Background: an optimization exercise with open tools, aiming at small area and a short achievable clock period. Do not read the settings as production practice.
The RTL of this run was laid out without a check of its function.
No activity file was given, so power comes from the tool's default toggle rates.

==> flow/design.v <==
module controller
(
	input  [7:0] opcode,
	output jump,
	output is_alu,
	output [1:0] kind,
	output load
);
	wire hi0 = (opcode[7:3] == 5'd0);
	assign load    = hi0 & (opcode[2:0] == 3'd0);
	assign jump    = hi0 & (opcode[2:0] == 3'd2);
	assign is_alu  = hi0 & (opcode[2:0] >= 3'd3) & (opcode[2:0] <= 3'd6);
	assign kind[0] = opcode[2] & ~opcode[0];
	assign kind[1] = opcode[2] & (opcode[1] | opcode[0]);
endmodule
module data_memory_control
(
	input  [7:0] opcode,
	input  [7:0] d,
	input  [7:0] AC,
	output rd_mem,
	output wr_mem,
	output [7:0] dm_abus,
	output [7:0] dm_out_dbus
);
	wire mem_op = (opcode[7:1] == 7'd0);
	assign rd_mem = mem_op & ~opcode[0];
	assign wr_mem = mem_op & opcode[0];
	assign dm_abus = mem_op ? d : 8'h00;
	assign dm_out_dbus = wr_mem ? AC : 8'h00;
endmodule
module instruction_control
(
	input  clk,
	input  reset,
	output im_abus_valid,
	output [7:0] im_abus_data,
	input  jump,
	input  [7:0] d
);
	reg [7:0] PC;
	always @ (posedge clk or posedge reset)
	begin
		if (reset)
			PC <= 8'hFF;
		else if (jump)
			PC <= d;
		else
			PC <= PC + 1'b1;
	end
	assign im_abus_valid = 1'b1;
	assign im_abus_data = PC;
endmodule
module alu
(
	input  [1:0] kind,
	input  [7:0] A,
	input  [7:0] BI,
	output [7:0] X,
	output [7:4] Q,
	input  [1:0] op_k,
	input  [7:0] op_a,
	input  [7:0] op_b,
	input  [7:4] op_q,
	output [7:0] Y
);
	genvar i, j;
	wire p_div = kind[1] & kind[0];
	wire [7:0] px [4:8];
	assign px[8] = 8'h00;
	generate
		for (i = 7; i >= 4; i = i - 1) begin : g_pre
			localparam integer W = 8 - i;
			wire [W:0] c;
			wire [W-1:0] s, y;
			wire [7:0] x;
			wire g = p_div | A[i];
			if (i < 7) begin : g_hi
				assign x[7:i+1] = px[i+1][7:i+1];
			end
			assign x[i] = A[i] & p_div;
			assign x[i-1:0] = 0;
			assign c[0] = p_div;
			for (j = 0; j < W; j = j + 1) begin : g_bit
				assign y[j] = BI[j] & g;
				assign s[j] = x[i+j] ^ y[j] ^ c[j];
				assign c[j+1] = (x[i+j] & y[j]) | (x[i+j] & c[j]) | (y[j] & c[j]);
			end
			assign Q[i] = (&BI[7:W]) & c[W];
			wire sel = ~p_div | Q[i];
			assign px[i][7:i] = sel ? s : x[7:i];
			assign px[i][i-1:0] = 0;
		end
	endgenerate
	assign X = {px[4][7:4], A[3:0]};
	wire is_div = op_k[1] & op_k[0];
	wire is_mul = op_k[1] & ~op_k[0];
	wire [7:0] qx [1:4];
	wire [3:0] q;
	assign qx[4] = op_a;
	generate
		for (i = 3; i >= 1; i = i - 1) begin : g_post
			localparam integer W = 8 - i;
			wire [W:0] c;
			wire [W-1:0] s, y;
			wire [7:0] x;
			wire g = is_div | op_a[i];
			assign x[7:i+1] = qx[i+1][7:i+1];
			assign x[i] = op_a[i] & ~is_mul;
			assign x[i-1:0] = 0;
			assign c[0] = is_div;
			for (j = 0; j < W; j = j + 1) begin : g_bit
				assign y[j] = op_b[j] & g;
				assign s[j] = x[i+j] ^ y[j] ^ c[j];
				assign c[j+1] = (x[i+j] & y[j]) | (x[i+j] & c[j]) | (y[j] & c[j]);
			end
			assign q[i] = is_div & (&op_b[7:W]) & c[W];
			wire sel = is_mul | q[i];
			assign qx[i][7:i] = sel ? s : x[7:i];
			assign qx[i][i-1:0] = 0;
		end
	endgenerate
	wire [8:0] c0;
	wire [7:0] s0, y0, x0;
	wire g0 = ~is_mul | op_a[0];
	assign x0[7:1] = qx[1][7:1];
	assign x0[0] = op_a[0] & ~is_mul;
	assign c0[0] = op_k[0];
	generate
		for (j = 0; j < 8; j = j + 1) begin : g_s0
			assign y0[j] = op_b[j] & g0;
			assign s0[j] = x0[j] ^ y0[j] ^ c0[j];
			assign c0[j+1] = (x0[j] & y0[j]) | (x0[j] & c0[j]) | (y0[j] & c0[j]);
		end
	endgenerate
	assign q[0] = c0[8];
	assign Y = is_div ? {op_q, q} : s0;
endmodule
module operation_module
(
	input  clk,
	input  reset,
	input  [7:0] d,
	input  is_alu,
	input  [1:0] kind,
	input  load,
	input  [7:0] dm_in_dbus,
	output reg [7:0] AC
);
	reg        L;         
	reg  [7:0] op_a;      
	reg  [7:0] op_b;      
	reg  [1:0] op_k;      
	reg  [7:4] op_q;      
	wire [7:0] R;
	wire [7:0] p_x;
	wire [7:4] p_q;
	wire [7:0] db = d ^ {8{kind[0]}};
	alu alu_inst
	(
		.kind(kind),
		.A(AC),
		.BI(db),
		.X(p_x),
		.Q(p_q),
		.op_k(op_k),
		.op_a(op_a),
		.op_b(op_b),
		.op_q(op_q),
		.Y(R)
	);
	always @ (posedge clk or posedge reset)
	begin
		if (reset)
		begin
			L    <= 1'b0;
			AC   <= 8'h00;
			op_a <= 8'h00;
			op_b <= 8'h00;
			op_k <= 2'b00;
		end
		else
		begin
			L    <= load;
			AC   <= L ? dm_in_dbus : R;
			op_a <= is_alu ? (kind[1] ? p_x : AC) : R;
			op_b <= is_alu ? db : 8'h00;
			op_k <= is_alu ? kind : 2'b00;
		end
	end
	always @ (posedge clk)
		op_q <= p_q;
endmodule
module simple_cpu_top
(
	input  clk,
	input  reset,
	output im_abus_valid,
	output [ 7:0] im_abus_data,
	input  [15:0] im_dbus,
	output rd_mem,
	output wr_mem,
	output [7:0] dm_abus,
	input  [7:0] dm_in_dbus,
	output [7:0] dm_out_dbus
);
	wire [7:0] d  = im_dbus[7:0];
	wire [7:0] AC;
	wire jump, is_alu, load;
	wire [1:0] kind;
	controller controller_inst
	(
		.opcode(im_dbus[15:8]),
		.jump(jump),
		.is_alu(is_alu),
		.kind(kind),
		.load(load)
	);
	instruction_control instruction_control_inst
	(
		.clk(clk),
		.reset(reset),
		.im_abus_valid(im_abus_valid),
		.im_abus_data(im_abus_data),
		.jump(jump),
		.d(d)
	);
	data_memory_control data_memory_control_inst
	(
		.opcode(im_dbus[15:8]),
		.d(d),
		.AC(AC),
		.rd_mem(rd_mem),
		.wr_mem(wr_mem),
		.dm_abus(dm_abus),
		.dm_out_dbus(dm_out_dbus)
	);
	operation_module operation_module_inst
	(
		.clk(clk),
		.reset(reset),
		.d(d),
		.is_alu(is_alu),
		.kind(kind),
		.load(load),
		.dm_in_dbus(dm_in_dbus),
		.AC(AC)
	);
endmodule
==> flow/flow/run.sh <==
#!/bin/bash
# Layout flow: the standard ORFS flow (standard.sh) with
#  - synthesis as synth_recipe.tcl, but ABC maps with flow/area.abc
#    (area-oriented mapping, no ABC buffering or sizing)
#  - plain buf_1 cells as the port buffers
#  - a clock tree of clkbuf_8 cells without dummy loads
# Each tool's output is in the ORFS logs under orfs/logs; make's own output
# is in make_finish.log.
set -euo pipefail
here=$(pwd)
{
  head -n 1 synth_recipe.tcl
  echo "proc abc {args} { set i [lsearch \$args -script]; if {\$i >= 0} { lset args [expr {\$i + 1}] $here/flow/area.abc }; yosys abc {*}\$args }"
  tail -n +2 synth_recipe.tcl
} > own_synth.tcl
bash standard.sh SYNTH_SCRIPT="$here/own_synth.tcl" \
  BUFFER_PORTS_ARGS="-buffer_cell sky130_fd_sc_hd__buf_1" \
  CTS_ARGS="-sink_clustering_enable -sink_clustering_size 50 -sink_clustering_max_diameter 400 -buf_list sky130_fd_sc_hd__clkbuf_8 -root_buf sky130_fd_sc_hd__clkbuf_8 -dont_use_dummy_load -repair_clock_nets" \
  SETUP_SLACK_MARGIN=19 finish > make_finish.log 2>&1
==> flow/flow/area.abc <==
strash
dc2
dch -f
amap
topo
stime -c
==> flow/standard.sh <==
#!/bin/bash
# synth_recipe.tcl (not shown) runs the flow's synth.tcl, then flattens the netlist and writes it again
# the make line also repeats each setting of config.mk as NAME=value (left out here)
make -C /OpenROAD-flow-scripts/flow DESIGN_CONFIG=/design/flow/config.mk WORK_HOME=/design/flow/orfs CLKGATE_MAP_FILE= SYNTH_SCRIPT=/design/flow/synth_recipe.tcl "${@:-finish}"
==> flow/config.mk <==
export PLATFORM = sky130hd
export DESIGN_NAME = simple_cpu_top
export DESIGN_NICKNAME = simple_cpu_top
export VERILOG_FILES = /design/flow/design.v
export SDC_FILE = /design/flow/constraint.sdc
export NUM_CORES = 4
export LEC_CHECK = 0
export ABC_AREA = 1
export CAP_MARGIN = 20
export CORE_MARGIN = 2
export CORE_UTILIZATION = 40
export SLEW_MARGIN = 20
==> flow/constraint.sdc <==
create_clock -name core_clock -period 34.0 [get_ports {clk}]
set_input_delay 6.8000 -clock core_clock [delete_from_list [all_inputs] [get_ports {clk}]]
set_output_delay 6.8000 -clock core_clock [all_outputs]
set_load 0.01 [all_outputs]
==> summary.txt <==
* Routability cong. at 0.933
* Port Buffers at 51
* Die ar. at 8060 um^2
* Total power at 194 uW
* # setup viols final at 0
* Total number of vias at 2679
* Final min period at 14880 ps
* Final WS setup at 19120 ps
* First-pass GRT wire length at 12800 um
* Diodes inserted at 0
* Switch share at 0.414
* Max Transition Viols Final at 0
* Setup_tns at 0 ps
* CP required at 27200 ps
* FF+latch count, synth at 39
* Slew @ Worst Pin at 957 ps
* Crit path launch type: input port
* Area of the multi-input gates at 1770 um^2
* FF+latch area at 966 um^2
* Initial antenna violation count at 0
* Yosys cell types at 37
* Top cell by count, worst path: buf_1
* Detailed Route WL at 7630 um
* IO Pins at 53
* Gr ovfl total at 0
* Final HPWL DP at 6030 um
* Worst slew margin at 0.355
* Worst VDD drop at 33.6 uV
* Fraction of registers with async set/reset at 0.897
* Area delta synth->final at 14.6%
* Leakage at 0.00126 uW
* CTS Buf Count at 5
* Drt drc at 0
* Area of the core at 7180 um^2
* PwrDens at 57.7 nW/um^2
* Post-DR wirelength/cell at 15.2 um
* Combinational power share at 0.462
* Drt first pass iters at 5
* Htree depth at 2
* Worst Hold Class: reg2reg
* Number of vias per cell at 5.33
* NetSw at 80.5 uW
* Syn Area/Cell at 8.53 um^2
* Max Freq at 67.2 MHz
* WS Path Type: in2out
* Seq/Total Area, Yosys at 0.328
* Chip height at 89.8 um
* Cell chain of the critical path: buf_1 -> nor3_1 -> nand2_1 -> or3_4 -> nor2_4 -> clkinv_4 -> nor2_1 -> buf_1
* CTS clk-pin slew, worst paths at 70 ps
* Share of the synthesized area in the top cell type at 0.230
* Tcrit/Tclk final at 0.438
* Final Hold Fails at 0
* Worst EP arrival at 8080 ps
* Post-Synthesis Cell Area at 2940 um^2
* Clock buffer depth at 2
* Status: no timing/DRC/antenna violations
* Slowest-stage cell, CP: or3_4
* Number of flops mapped to enable cells by yosys at 0
* Slowest cell delay on critical path at 380 ps
* Clock network fraction of total power at 0.146
* Synth area leaders: dfrtp_1 (23%), fa_1 (21%), nor2_1 (9.3%), clkinv_1 (7.1%), dfstp_2 (7.1%)
* Most common cell after layout, fill and taps aside: nor2_1
* Vias in the first global route at 2589
* Worst Skew at 12.2 ps
* YS warnings at 3
* Primary FF master, synth: dfrtp_1
* Max FO, Critical Path at 8
* Cell Int Power at 114 uW
* Sequential fraction of design power at 0.392
* Max cap viols at 0
* Rows at 31
* Clock Latency Late Sink at 290 ps
* Gr usage total at 0.199
* 1st-iter DRT viols at 128
* CTS Root Cell: clkbuf_8
* Area leader, netlist: dfrtp_1
* Hold Buf Count CTS at 0
* Post-route ant nets at 0
* Chip width at 89.8 um
* Unrepaired setup endpoints after global routing: false
* Final nets at 465
* DP Worst Slack at 18600 ps
* Syn_nets at 404
* Sink Count at 39
* Initial Util at 0.410
* CTS tree: done
* Largest net degree at the start of global routing at 36
* Syn Inst Count at 345
* Most frequent cells in the layout: nor2_1 (71), clkinv_1 (55), buf_1 (51), o22ai_1 (31), fa_1 (31)
* Fillcell total at 728
* CP endpoint kind: primary output
* Fraction of layout instances using a drive strength above 1 at 0.0545
* Final Core Density at 0.470
## layout make-up
cell class,count,share of cell area
well taps,99,0.0367
inverters,56,0.0638
multi-input cells,248,0.525
flip-flops and latches,39,0.286
clock buffers,5,0.0204
repair buffers,56,0.0679
## logic make-up (layout without fill, tap and decap cells)
| group | Yosys count | count (layout) | share of synthesized area |
|---|---|---|---|
| simple gates | 110 | 110 | 0.154 |
| buf+inv | 58 | 117 | 0.0753 |
| flops | 39 | 39 | 0.328 |
| compound gates | 104 | 104 | 0.222 |
| other cells | 1 | 1 | 0.00127 |
| fa+ha+maj | 33 | 33 | 0.219 |
## Yosys cell counts (3+ instances only)
master	n
o22ai_1	31
dfrtp_1	27
a211oi_1	3
clkinv_1	56
a21oi_1	22
nor2b_1	6
nand3_1	3
nor2_1	73
dfstp_2	8
nor3_1	5
o21ai_0	25
fa_1	31
o22a_1	5
nand2_1	17
dfxtp_1	4
## final timing paths
path / startpoint / to / cells past startpoint / slack (ps)
worst max-delay path: im_dbus[12] / dm_out_dbus[2] / 8 / 19120
worst min-delay path: operation_module_inst.AC[1]$_DFF_PP0_ / operation_module_inst.op_a[1]$_DFF_PP0_ / 2 / 540
worst max register to register: operation_module_inst.op_k[0]$_DFF_PP0_ / operation_module_inst.AC[7]$_DFF_PP0_ / 43 / 21550
worst min register to register: operation_module_inst.AC[1]$_DFF_PP0_ / operation_module_inst.op_a[1]$_DFF_PP0_ / 2 / 540
max in group asynchronous: reset / instruction_control_inst.PC[0]$_DFF_PP1_ / 3 / 27080
min in group asynchronous: reset / operation_module_inst.AC[0]$_DFF_PP0_ / 3 / 6570
## critical path, delay by kind of cell
kind	cells	cell delay [ps]
buf+inv	3	350
simple gates	5	930
## through the flow
stage / cells / hold slack [ps] / cell area (um^2)
2_1_floorplan: 345 / 496 / 2940
5_1_grt: 503 / 550 / 3370
3_3_place_gp: 497 / 512 / 3280
4_1_cts: 502 / 538 / 3370
3_5_place_dp: 497 / 523 / 3280
6_report: 503 / 539 / 3370
## power by group through the flow
stage | registers [uW] | clock network, uW | logic [uW]
after floorplan | 75.5 | 0 | 67.0
after global placement | 76.4 | 0 | 87.8
after global routing | 78.6 | 30.7 | 104
final | 76.2 | 28.4 | 89.9
after CTS | 76.0 | 29.3 | 90.9
after detailed placement | 76.6 | 0 | 90.6
## state kept, by name, summed over array words and instances, names as in the netlist
register and flops:
instruction_control_inst.PC 8, operation_module_inst.AC 8, operation_module_inst.op_a 8, operation_module_inst.op_b 8, operation_module_inst.op_q 4, operation_module_inst.op_k 2
operation_module_inst.L 1
## per-layer routing
metal | up-vias | track usage | wire length [um]
li1 | 1296 | - | -
met1 | 1298 | 0.274 | 3490
met2 | 79 | 0.331 | 3740
met3 | 6 | 0.0319 | 339
met4 | 0 | 0.0500 | 66
met5 | - | 0 | 0
## what timing repair did
| action | CTS | global route |
|---|---|---|
| setup buffers | 0 | 1 |
| gates resized for setup | 5 | 0 |
| gates cloned | 0 | 0 |
| pin swaps | 0 | 1 |
| endpoints found under the setup margin | 8 | 8 |

## re-timing with driven ports
In the flow no input, the clock included, has a driving cell. The finished layout below was timed again as built, in two steps.
Step 1, drivers: a clkbuf_16 drives clk and a buf_2 each remaining input, both assumed.
Step 2, shift: input delay + t, output delay - t, t = (earliest + latest rising clock arrival at the registers) / 2. This alone moves slack from input paths to output paths.
Slacks: no drivers / after step 1 / after step 2; pairs: no drivers / after step 1.
t (ns): 0.310
setup WS [ns]: 19.119 / 19.099 / 19.099
worst data-port slew with drivers (ns): 0.04
After both steps this run still meets setup and hold. The setup slack of this run moves by -0.020 ns with the drivers and by -0.020 ns with both steps.
